Context: an optimization exercise on an open-source flow, tuned for small area and a short achievable clock period. The choices shown serve that exercise and are no tape-out recipe.
Function was checked by simulation only, so behaviour that the tests miss may differ from the original.
Power is estimated from default activity; no workload was simulated.

==> sierra: inputs <==
==> flow/design.v (excerpt) <==
module dadda_16_pipelined(clk, rst, A, B, Y_reg);
    input clk, rst;
    input [15:0] A;
    input [15:0] B;
    output reg [31:0] Y_reg;
    reg [15:0] a1, a2, a3, a4, a5;
    reg [15:0] b1, b2, b3, b4, b5;
    always @(posedge clk) begin
        a1 <= A; a2 <= a1; a3 <= a2; a4 <= a3; a5 <= a4;
        b1 <= B; b2 <= b1; b3 <= b2; b4 <= b3; b5 <= b4;
    end
    reg [2:0] hold;
    always @(posedge clk) begin
        if (!rst) hold <= 3'd7;
        else if (hold != 3'd0) hold <= hold - 3'd1;
    end
    wire ok = rst & (hold == 3'd0);
    wire [255:0] npp;
    genvar i, j;
    generate
        for (i = 0; i < 16; i = i + 1) begin : g_i
            for (j = 0; j < 16; j = j + 1) begin : g_j
                assign npp[i*16+j] = ~(a5[j] & b5[i]);
            end
        end
    endgenerate
    wire n0, n1, n2, n3, n4, n5, n6, n7, n8, n9, n10, n11, n12, n13, n14, n15;
    wire n16, n17, n18, n19, n20, n21, n22, n23, n24, n25, n26, n27, n28, n29, n30, n31;
    wire n32, n33, n34, n35, n36, n37, n38, n39, n40, n41, n42, n43, n44, n45, n46, n47;
    wire n48, n49, n50, n51, n52, n53, n54, n55, n56, n57, n58, n59, n60, n61, n62, n63;
    wire n64, n65, n66, n67, n68, n69, n70, n71, n72, n73, n74, n75, n76, n77, n78, n79;
    wire n80, n81, n82, n83, n84, n85, n86, n87, n88, n89, n90, n91, n92, n93, n94, n95;
    wire n96, n97, n98, n99, n100, n101, n102, n103, n104, n105, n106, n107, n108, n109, n110, n111;
    wire n112, n113, n114, n115, n116, n117, n118, n119, n120, n121, n122, n123, n124, n125, n126, n127;
    wire n128, n129, n130, n131, n132, n133, n134, n135, n136, n137, n138, n139, n140, n141, n142, n143;
    wire n144, n145, n146, n147, n148, n149, n150, n151, n152, n153, n154, n155, n156, n157, n158, n159;
  ...
export LEC_CHECK = 0
export CAP_MARGIN = 20
export CORE_MARGIN = 2
export CORE_UTILIZATION = 40
export CTS_BUF_LIST = sky130_fd_sc_hd__clkbuf_8 sky130_fd_sc_hd__clkbuf_16
export CTS_CLUSTER_DIAMETER = 100
export CTS_CLUSTER_SIZE = 18
export SLEW_MARGIN = 20
export SYNTH_HIERARCHICAL = 1
export SYNTH_MINIMUM_KEEP_SIZE = 0
create_clock -name core_clock -period 9.0 [get_ports {clk}]
standard.sh (not shown) runs the stock make flow with config.mk's settings and CLKGATE_MAP_FILE= SYNTH_SCRIPT=/design/flow/synth_recipe.tcl, a recipe that flattens the netlist after the stock synthesis.
==> flow/flow/run.sh <==
#!/bin/bash
set -euo pipefail
cd "$(dirname "${BASH_SOURCE[0]}")/.."
bash standard.sh SETUP_SLACK_MARGIN=6.2 \
  "BUFFER_PORTS_ARGS=-buffer_cell sky130_fd_sc_hd__buf_1" finish > flow_make.log 2>&1
==> quartz (differences from sierra) <==
- CTS_BUF_LIST: sky130_fd_sc_hd__clkbuf_8 sky130_fd_sc_hd__clkbuf_16 -> default
- CTS_CLUSTER_DIAMETER: 100 -> default
- CTS_CLUSTER_SIZE: 18 -> default
==> run notes <==
status: no timing/DRC/antenna violations
Reg2Reg Setup Slack: 6.18 ns
actual slew at the worst max-slew pin: 0.8487 ns
layout cells sized above 1: 13.89%
final net count: 1421
Worst Skew: 0.02315 ns
Fillers: 3165
routed wl met3: 1.616 mm
Pint: 0.003032 W
Final Instance Area: 15730 µm²
ClkCell Share: 3.817%
Clock Power: 0.000959 W
Max Clk Rate: 0.3549 GHz
gr usage total: 14.01%
Hold Slack: 0.3207 ns
Post-Route M1 WL: 11.11 mm
clock latency at the later pin of the worst-skew pair: 0.54 ns
# the run above: sierra

==> run notes <==
status: no timing/DRC/antenna violations
final net count: 1437
Final Instance Area: 16430 µm²
actual slew at the worst max-slew pin: 0.8261 ns
Post-Route M1 WL: 11.02 mm
Reg2Reg Setup Slack: 6.18 ns
gr usage total: 14.47%
routed wl met3: 2.084 mm
clock latency at the later pin of the worst-skew pair: 0.53 ns
Fillers: 3103
Pint: 0.003622 W
Worst Skew: 0.02117 ns
# the run above: quartz


========
==> run a: inputs <==
dadda_16_pipelined, a different RTL version from the one above (not shown whole).
==> flow/config.mk <==
export PLATFORM = sky130hd
export DESIGN_NAME = dadda_16_pipelined
export DESIGN_NICKNAME = dadda_16_pipelined
export VERILOG_FILES = /design/flow/design.v
export SDC_FILE = /design/flow/constraint.sdc
export NUM_CORES = 4
export LEC_CHECK = 0
export CAP_MARGIN = 20
export CORE_MARGIN = 2
export CORE_UTILIZATION = 40
export SLEW_MARGIN = 20
export SYNTH_HIERARCHICAL = 1
export SYNTH_MINIMUM_KEEP_SIZE = 0
==> flow/constraint.sdc <==
create_clock -name core_clock -period 9.0 [get_ports {clk}]
set_input_delay 1.8000 -clock core_clock [delete_from_list [all_inputs] [get_ports {clk}]]
set_output_delay 1.8000 -clock core_clock [all_outputs]
set_load 0.01 [all_outputs]
==> flow/flow/run.sh <==
#!/bin/bash
set -euo pipefail
cd "$(dirname "${BASH_SOURCE[0]}")/.."
bash standard.sh SETUP_SLACK_MARGIN=6.2 \
  "BUFFER_PORTS_ARGS=-buffer_cell sky130_fd_sc_hd__buf_1" \
  "CTS_ARGS=-sink_clustering_enable -repair_clock_nets -sink_clustering_size 28 -sink_clustering_max_diameter 200 -sink_clustering_levels 1 -buf_list sky130_fd_sc_hd__clkbuf_16" \
  finish > flow_make.log 2>&1
==> run b: changes against run a <==
==> flow/flow/run.sh (replaced) <==
#!/bin/bash
set -euo pipefail
cd "$(dirname "${BASH_SOURCE[0]}")/.."
bash standard.sh SETUP_SLACK_MARGIN=6.2 \
  "BUFFER_PORTS_ARGS=-buffer_cell sky130_fd_sc_hd__buf_1" finish > flow_make.log 2>&1
CTS_BUF_LIST = sky130_fd_sc_hd__clkbuf_8 sky130_fd_sc_hd__clkbuf_16   (was unset)
CTS_CLUSTER_DIAMETER = 100   (was unset)
CTS_CLUSTER_SIZE = 18   (was unset)
==> run c: changes against run a <==
==> flow/flow/run.sh (replaced) <==
#!/bin/bash
set -euo pipefail
cd "$(dirname "${BASH_SOURCE[0]}")/.."
bash standard.sh SETUP_SLACK_MARGIN=6.2 \
  "BUFFER_PORTS_ARGS=-buffer_cell sky130_fd_sc_hd__buf_1" \
  "CTS_ARGS=-sink_clustering_enable -repair_clock_nets -sink_clustering_size 24 -sink_clustering_max_diameter 200 -sink_clustering_levels 1 -buf_list sky130_fd_sc_hd__clkbuf_16" \
  finish > flow_make.log 2>&1
==> run d: changes against run a <==
--- a/flow/design.v
+++ b/flow/design.v
@@ -24,17 +24,17 @@
 input A,B,Cin;
 output Y,Cout;
 assign Y = A^B^Cin;
 assign Cout = (A&B)|(A&Cin)|(B&Cin);
 endmodule
 module adder_lo(a, b, s, co);
-    input [16:0] a, b;
-    output [16:0] s;
+    input [13:0] a, b;
+    output [13:0] s;
     output co;
-    wire [16:0] p = a ^ b;
-    wire [16:0] g = a & b;
+    wire [13:0] p = a ^ b;
+    wire [13:0] g = a & b;
     wire G0 = g[0] | (p[0] & 1'b1);
     wire G1 = g[2] | (p[2] & g[1]);
     wire P1 = p[2] & p[1];
     wire G2 = g[4] | (p[4] & g[3]);
     wire P2 = p[4] & p[3];
     wire G3 = g[6] | (p[6] & g[5]);
@@ -42,12 +42,64 @@
     wire G4 = g[8] | (p[8] & g[7]);
     wire P4 = p[8] & p[7];
     wire G5 = g[10] | (p[10] & g[9]);
     wire P5 = p[10] & p[9];
     wire G6 = g[12] | (p[12] & g[11]);
     wire P6 = p[12] & p[11];
+    wire G7 = G1 | (P1 & G0);
+    wire G8 = G3 | (P3 & G2);
+    wire P8 = P3 & P2;
+    wire G9 = G5 | (P5 & G4);
+    wire P9 = P5 & P4;
+    wire G10 = G8 | (P8 & G7);
+    wire G11 = G9 | (P9 & G10);
+    wire G12 = G2 | (P2 & G7);
+    wire G13 = G4 | (P4 & G10);
+    wire G14 = G6 | (P6 & G11);
+    wire G15 = g[1] | (p[1] & G0);
+    wire G16 = g[3] | (p[3] & G7);
+    wire G17 = g[5] | (p[5] & G12);
+    wire G18 = g[7] | (p[7] & G10);
+    wire G19 = g[9] | (p[9] & G13);
+    wire G20 = g[11] | (p[11] & G11);
+    wire G21 = g[13] | (p[13] & G14);
+    assign s[0] = p[0] ^ 1'b1;
+    assign s[1] = p[1] ^ G0;
+    assign s[2] = p[2] ^ G15;
+    assign s[3] = p[3] ^ G7;
+    assign s[4] = p[4] ^ G16;
+    assign s[5] = p[5] ^ G12;
+    assign s[6] = p[6] ^ G17;
+    assign s[7] = p[7] ^ G10;
+    assign s[8] = p[8] ^ G18;
+    assign s[9] = p[9] ^ G13;
+    assign s[10] = p[10] ^ G19;
+    assign s[11] = p[11] ^ G11;
+    assign s[12] = p[12] ^ G20;
+    assign s[13] = p[13] ^ G14;
+    assign co = G21;
+endmodule
+module adder_hi(a, b, ci, s);
+    input [17:0] a, b;
+    input ci;
+    output [17:0] s;
+    wire [17:0] p = a ^ b;
+    wire [17:0] g = a & b;
+    wire G0 = g[0] | (p[0] & ci);
+    wire G1 = g[2] | (p[2] & g[1]);
+    wire P1 = p[2] & p[1];
+    wire G2 = g[4] | (p[4] & g[3]);
+    wire P2 = p[4] & p[3];
+    wire G3 = g[6] | (p[6] & g[5]);
+    wire P3 = p[6] & p[5];
+    wire G4 = g[8] | (p[8] & g[7]);
+    wire P4 = p[8] & p[7];
+    wire G5 = g[10] | (p[10] & g[9]);
+    wire P5 = p[10] & p[9];
+    wire G6 = g[12] | (p[12] & g[11]);
+    wire P6 = p[12] & p[11];
     wire G7 = g[14] | (p[14] & g[13]);
     wire P7 = p[14] & p[13];
     wire G8 = g[16] | (p[16] & g[15]);
     wire P8 = p[16] & p[15];
     wire G9 = G1 | (P1 & G0);
     wire G10 = G3 | (P3 & G2);
@@ -70,13 +122,14 @@
     wire G23 = g[5] | (p[5] & G17);
     wire G24 = g[7] | (p[7] & G13);
     wire G25 = g[9] | (p[9] & G18);
     wire G26 = g[11] | (p[11] & G16);
     wire G27 = g[13] | (p[13] & G19);
     wire G28 = g[15] | (p[15] & G15);
-    assign s[0] = p[0] ^ 1'b1;
+    wire G29 = g[17] | (p[17] & G20);
+    assign s[0] = p[0] ^ ci;
     assign s[1] = p[1] ^ G0;
     assign s[2] = p[2] ^ G21;
     assign s[3] = p[3] ^ G9;
     assign s[4] = p[4] ^ G22;
     assign s[5] = p[5] ^ G17;
     assign s[6] = p[6] ^ G23;
@@ -87,72 +140,13 @@
     assign s[11] = p[11] ^ G16;
     assign s[12] = p[12] ^ G26;
     assign s[13] = p[13] ^ G19;
     assign s[14] = p[14] ^ G27;
     assign s[15] = p[15] ^ G15;
     assign s[16] = p[16] ^ G28;
-    assign co = G20;
-endmodule
-module adder_hi(a, b, ci, s);
-    input [14:0] a, b;
-    input ci;
-    output [14:0] s;
-    wire [14:0] p = a ^ b;
-    wire [14:0] g = a & b;
-    wire G0 = g[0] | (p[0] & ci);
-    wire G1 = g[2] | (p[2] & g[1]);
-    wire P1 = p[2] & p[1];
-    wire G2 = g[4] | (p[4] & g[3]);
-    wire P2 = p[4] & p[3];
-    wire G3 = g[6] | (p[6] & g[5]);
-    wire P3 = p[6] & p[5];
-    wire G4 = g[8] | (p[8] & g[7]);
-    wire P4 = p[8] & p[7];
-    wire G5 = g[10] | (p[10] & g[9]);
-    wire P5 = p[10] & p[9];
-    wire G6 = g[12] | (p[12] & g[11]);
-    wire P6 = p[12] & p[11];
-    wire G7 = g[14] | (p[14] & g[13]);
-    wire P7 = p[14] & p[13];
-    wire G8 = G1 | (P1 & G0);
-    wire G9 = G3 | (P3 & G2);
-    wire P9 = P3 & P2;
-    wire G10 = G5 | (P5 & G4);
-    wire P10 = P5 & P4;
-    wire G11 = G7 | (P7 & G6);
-    wire P11 = P7 & P6;
-    wire G12 = G9 | (P9 & G8);
-    wire G13 = G11 | (P11 & G10);
-    wire P13 = P11 & P10;
-    wire G14 = G13 | (P13 & G12);
-    wire G15 = G10 | (P10 & G12);
-    wire G16 = G2 | (P2 & G8);
-    wire G17 = G4 | (P4 & G12);
-    wire G18 = G6 | (P6 & G15);
-    wire G19 = g[1] | (p[1] & G0);
-    wire G20 = g[3] | (p[3] & G8);
-    wire G21 = g[5] | (p[5] & G16);
-    wire G22 = g[7] | (p[7] & G12);
-    wire G23 = g[9] | (p[9] & G17);
-    wire G24 = g[11] | (p[11] & G15);
-    wire G25 = g[13] | (p[13] & G18);
-    assign s[0] = p[0] ^ ci;
-    assign s[1] = p[1] ^ G0;
-    assign s[2] = p[2] ^ G19;
-    assign s[3] = p[3] ^ G8;
-    assign s[4] = p[4] ^ G20;
-    assign s[5] = p[5] ^ G16;
-    assign s[6] = p[6] ^ G21;
-    assign s[7] = p[7] ^ G12;
-    assign s[8] = p[8] ^ G22;
-    assign s[9] = p[9] ^ G17;
-    assign s[10] = p[10] ^ G23;
-    assign s[11] = p[11] ^ G15;
-    assign s[12] = p[12] ^ G24;
-    assign s[13] = p[13] ^ G18;
-    assign s[14] = p[14] ^ G25;
+    assign s[17] = p[17] ^ G20;
 endmodule
 module dadda_16_pipelined(clk, rst, A, B, Y_reg);
     input clk, rst;
     input [15:0] A;
     input [15:0] B;
     output reg [31:0] Y_reg;
@@ -415,22 +409,22 @@
     csa_dadda fa187 (.A(m1[46]), .B(m1[47]), .Cin(m1[48]), .Y(n404), .Cout(n405));
     csa_dadda fa188 (.A(m1[49]), .B(m1[50]), .Cin(m1[51]), .Y(n406), .Cout(n407));
     csa_dadda fa189 (.A(m1[52]), .B(m1[53]), .Cin(m1[54]), .Y(n408), .Cout(n409));
     csa_dadda fa190 (.A(m1[55]), .B(m1[56]), .Cin(m1[57]), .Y(n410), .Cout(n411));
     wire [31:0] nr0 = {1'b1, m1[83], m1[81], m1[79], m1[77], m1[76], n410, n408, n406, n404, n402, n400, n398, n396, n394, n392, n390, n388, n386, n384, n382, n380, n378, m1[73], m1[71], m1[69], m1[67], m1[65], m1[63], m1[61], m1[59], m1[58]};
     wire [31:0] nr1 = {1'b1, m1[84], m1[82], m1[80], m1[78], n411, n409, n407, n405, n403, n401, n399, n397, n395, n393, n391, n389, n387, n385, n383, n381, n379, m1[75], m1[74], m1[72], m1[70], m1[68], m1[66], m1[64], m1[62], m1[60], 1'b1};
-    wire [16:0] nlo;
+    wire [13:0] nlo;
     wire c_lo;
-    adder_lo add_lo (.a(nr0[16:0]), .b(nr1[16:0]), .s(nlo), .co(c_lo));
-    reg [16:0] nlo_q;
+    adder_lo add_lo (.a(nr0[13:0]), .b(nr1[13:0]), .s(nlo), .co(c_lo));
+    reg [13:0] nlo_q;
     reg c_lo_q;
-    reg [14:0] nr0_q, nr1_q;
+    reg [17:0] nr0_q, nr1_q;
     always @(posedge clk) begin
         nlo_q <= nlo;
         c_lo_q <= c_lo;
-        nr0_q <= nr0[31:17];
-        nr1_q <= nr1[31:17];
+        nr0_q <= nr0[31:14];
+        nr1_q <= nr1[31:14];
     end
-    wire [14:0] nhi;
+    wire [17:0] nhi;
     adder_hi add_hi (.a(nr0_q), .b(nr1_q), .ci(c_lo_q), .s(nhi));
     always @(posedge clk) Y_reg <= ok ? ~{nhi, nlo_q} : 32'd0;
 endmodule
==> flow/flow/run.sh (replaced) <==
#!/bin/bash
set -euo pipefail
cd "$(dirname "${BASH_SOURCE[0]}")/.."
bash standard.sh SETUP_SLACK_MARGIN=6.2 \
  "BUFFER_PORTS_ARGS=-buffer_cell sky130_fd_sc_hd__buf_1" finish > flow_make.log 2>&1
CTS_BUF_LIST = sky130_fd_sc_hd__clkbuf_8 sky130_fd_sc_hd__clkbuf_16   (was unset)
CTS_CLUSTER_DIAMETER = 100   (was unset)
CTS_CLUSTER_SIZE = 18   (was unset)
==> notes <==
Setup slack, highest first: run d, run c, run a, run b.
In register-to-register slack, run d and run b hardly differ.
Fmax: run b < run a < run c < run d.
Non-clock buffer count, lowest first: run a, run c, run b, run d.
Against run d, the clock skew of run c is higher by 6.9 ps.
Core utilization, lowest first: run a, run c, run b, run d.
Between run a and run d, the lower first-iteration DRC count is in run a (gap 34%, measured against run d).
Sequential power is about the same in run d and run c.
The highest total power belongs to run b, the lowest to run a.
Against run d, the combinational power of run c is larger by about 10%.

[separate check: timing with driven ports]
How much do the figures lean on ideal ports? The routed layouts below were timed once more, with nothing changed but the port constraints. Step 1 (the two cells are an assumption about what drives the block):
set clk [get_ports {clk}]
set_driving_cell -lib_cell sky130_fd_sc_hd__clkbuf_16 $clk
set_driving_cell -lib_cell sky130_fd_sc_hd__buf_2 [delete_from_list [all_inputs] $clk]
Step 2 times the ports against the registers' clock, not the clock port: input delays grow and output delays shrink by t, the midpoint of the rising clock arrivals with the driver on. Slacks: no drivers / after step 1 / after step 2; pairs: no drivers / after step 1.
run	shift t [ns]	setup slack, ns	cell pins on the clock port's net
sierra	0.584	6.182 / 6.182 / 6.078	1
quartz	0.576	6.177 / 6.177 / 6.074	1
run a	0.555	6.235 / 6.195 / 6.069	1
run b	0.581	6.227 / 6.176 / 6.054	1
run c	0.561	6.236 / 6.187 / 6.077	1
run d	0.571	6.236 / 6.189 / 6.072	1
After both steps every run listed still meets setup and hold. The setup slack of run b, which loses most, moves by -0.051 ns with the drivers and by -0.173 ns with both steps.
